This design comes from an exercise in tuning for small area on the open sky130 flow, not from production work.
Where RTL was checked, it was by simulation tests only, not by an equivalence proof against the original.

Setup of the baseline:
==> module Mesh, before the edit <==
module Mesh(
  input         clock,
  input  [7:0]  io_in_a_0_0,
  input  [7:0]  io_in_a_1_0,
  input  [7:0]  io_in_a_2_0,
  input  [7:0]  io_in_a_3_0,
  input  [7:0]  io_in_d_0_0,
  input  [7:0]  io_in_d_1_0,
  input  [7:0]  io_in_d_2_0,
  input  [7:0]  io_in_d_3_0,
  input  [15:0] io_in_b_0_0,
  input  [15:0] io_in_b_1_0,
  input  [15:0] io_in_b_2_0,
  input  [15:0] io_in_b_3_0,
  input         io_in_control_0_0_propagate,
  input         io_in_control_1_0_propagate,
  input         io_in_control_2_0_propagate,
  input         io_in_control_3_0_propagate,
  output [15:0] io_out_c_0_0,
  output [15:0] io_out_c_1_0,
  output [15:0] io_out_c_2_0,
  output [15:0] io_out_c_3_0
);
  wire [7:0]  in_a [0:3];
  wire [7:0]  in_b [0:3];
  wire [15:0] in_d [0:3];
  wire        in_p [0:3];
  assign in_a[0] = io_in_a_0_0; assign in_a[1] = io_in_a_1_0;
  assign in_a[2] = io_in_a_2_0; assign in_a[3] = io_in_a_3_0;
  assign in_b[0] = io_in_d_0_0; assign in_b[1] = io_in_d_1_0;
  assign in_b[2] = io_in_d_2_0; assign in_b[3] = io_in_d_3_0;
  assign in_d[0] = io_in_b_0_0; assign in_d[1] = io_in_b_1_0;
  assign in_d[2] = io_in_b_2_0; assign in_d[3] = io_in_b_3_0;
  assign in_p[0] = io_in_control_0_0_propagate;
  assign in_p[1] = io_in_control_1_0_propagate;
  assign in_p[2] = io_in_control_2_0_propagate;
  assign in_p[3] = io_in_control_3_0_propagate;
  genvar i, j;
  generate
    for (i = 0; i < 4; i = i + 1) begin : row
      for (j = 0; j < 4; j = j + 1) begin : col
        reg  [7:0]  a_r;
        reg  [7:0]  b_r;
        reg  [15:0] d_r;
        reg         p_r;
        wire [15:0] c_out;
        wire        p_next;
        wire        keep, keep_n;
        if (j == 0) begin : ain
          always @(posedge clock) a_r <= in_a[i];
        end else begin : ain
          always @(posedge clock) a_r <= row[i].col[j-1].a_r;
        end
        if (i == 0) begin : top
          always @(posedge clock) begin
            b_r <= in_b[j];
            d_r <= in_d[j];
            p_r <= in_p[j];
          end
          assign p_next = in_p[j];
        end else begin : top
          always @(posedge clock) begin
            b_r <= row[i-1].col[j].b_r;
            d_r <= row[i-1].col[j].c_out;
            p_r <= row[i-1].col[j].p_r;
          end
          assign p_next = row[i-1].col[j].p_r;
        end
        XNR2 ukeep (.a(p_r), .b(p_next), .y(keep));
        INV  ukeepn (.a(keep), .y(keep_n));
        if (i == 0) begin : pe
          PE_R0 u (.clock(clock), .a(a_r), .b(b_r), .d(d_r), .keep(keep), .keep_n(keep_n), .c_out(c_out));
        end else if (i == 1) begin : pe
          PE_R1 u (.clock(clock), .a(a_r), .b(b_r), .d(d_r), .keep(keep), .keep_n(keep_n), .c_out(c_out));
        end else if (i == 2) begin : pe
          PE_R2 u (.clock(clock), .a(a_r), .b(b_r), .d(d_r), .keep(keep), .keep_n(keep_n), .c_out(c_out));
        end else begin : pe
          PE_R3 u (.clock(clock), .a(a_r), .b(b_r), .d(d_r), .keep(keep), .keep_n(keep_n), .c_out(c_out));
        end
      end
    end
  endgenerate
  reg [15:0] out_0, out_1, out_2, out_3;
  always @(posedge clock) begin
    out_0 <= row[3].col[0].c_out ^ 16'h0000;
    out_1 <= row[3].col[1].c_out ^ 16'h0000;
    out_2 <= row[3].col[2].c_out ^ 16'h0000;
    out_3 <= row[3].col[3].c_out ^ 16'h0000;
  end
  assign io_out_c_0_0 = out_0;
  assign io_out_c_1_0 = out_1;
  assign io_out_c_2_0 = out_2;
  assign io_out_c_3_0 = out_3;
endmodule
export LEC_CHECK = 0
export CAP_MARGIN = 20
export CORE_MARGIN = 2
export CORE_UTILIZATION = 40
export GPL_TIMING_DRIVEN = 0
export PLACE_DENSITY = 0.6
export SLEW_MARGIN = 20
export SYNTH_HIERARCHICAL = 1
create_clock -name core_clock -period 5.2 [get_ports {clock}]
standard.sh (not shown) runs the stock make flow with config.mk's settings and CLKGATE_MAP_FILE= SYNTH_SCRIPT=/design/flow/synth_recipe.tcl, a recipe that flattens the netlist after the stock synthesis.
==> flow/flow/run.sh <==
#!/bin/bash
# Layout with the standard flow (standard synthesis unchanged), with two
# changes: the port buffers are the smallest buffer cell, and clock tree
# synthesis inserts no dummy load cells.
set -euo pipefail
CTS="-sink_clustering_enable -repair_clock_nets -sink_clustering_size 16 -sink_clustering_max_diameter 70 -buf_list sky130_fd_sc_hd__clkbuf_8 -dont_use_dummy_load"
bash standard.sh \
  "BUFFER_PORTS_ARGS=-buffer_cell sky130_fd_sc_hd__buf_1" \
  "CTS_ARGS=$CTS" \
  finish > flow.log 2>&1
[inputs] the candidate vs the baseline
diff --git a/flow/design.v b/flow/design.v
--- a/flow/design.v
+++ b/flow/design.v
@@ -1143,7 +1143,6 @@
         reg  [7:0]  b_r;
         reg  [15:0] d_r;
-        reg         p_r;
+        reg         p_r;       
         wire [15:0] c_out;
-        wire        p_next;
         wire        keep, keep_n;
         if (j == 0) begin : ain
@@ -1158,14 +1157,13 @@
             p_r <= in_p[j];
           end
-          assign p_next = in_p[j];
+          XNR2 ukeep (.a(p_r), .b(in_p[j]), .y(keep));
         end else begin : top
           always @(posedge clock) begin
             b_r <= row[i-1].col[j].b_r;
             d_r <= row[i-1].col[j].c_out;
-            p_r <= row[i-1].col[j].p_r;
+            p_r <= row[i-1].col[j].keep;
           end
-          assign p_next = row[i-1].col[j].p_r;
+          assign keep = p_r;
         end
-        XNR2 ukeep (.a(p_r), .b(p_next), .y(keep));
         INV  ukeepn (.a(keep), .y(keep_n));
         if (i == 0) begin : pe
## What came out
Count of multi-input gates (the candidate over the baseline): decrease, 12. Summary of the candidate over the baseline: average routed wire per standard cell saw a decrease; non-clock buffer count went down; cell area lower; sum of routed wire length over all layers down about 1.3%. The portion of the post-synthesis area used by sequential elements of the candidate and that of the baseline are within noise of each other. Summary: first-pass GRT wire length, the candidate better than the baseline. Sort the candidate and the baseline by post-detailed-placement half-perimeter wirelength, ascending, and the candidate comes first. Final cell count without fillers down about 0.45% in the candidate wrt the baseline. Looking at the candidate and the baseline, the die area is a wash.
Function not checked in the baseline: the RTL went through the layout flow alone.

-- port drivers added, routing unchanged --
Ports are ideal in the flow. The routed layouts listed here were re-timed in OpenROAD. Step 1 sets driving cells, clkbuf_16 on the clock port and buf_2 on the other inputs (assumed; they add their load-dependent delay and slew). Step 2 adds t to the input delays and takes it off the output delays; t is the mean of the earliest and latest rising clock arrival at the registers after step 1. Input paths then give back, and output paths get back, about the clock's delay inside the block. a / b / c = ideal / step 1 / step 2; a / b = the first two.
run | t, ns | slack for setup (ns) | worst register clock-pin slew, ns
the baseline | 0.838 | 0.176 / 0.176 / 0.176 | 0.10 / 0.10
the candidate | 0.843 | 0.194 / 0.194 / 0.194 | 0.11 / 0.11
After both steps every run listed still meets setup and hold.
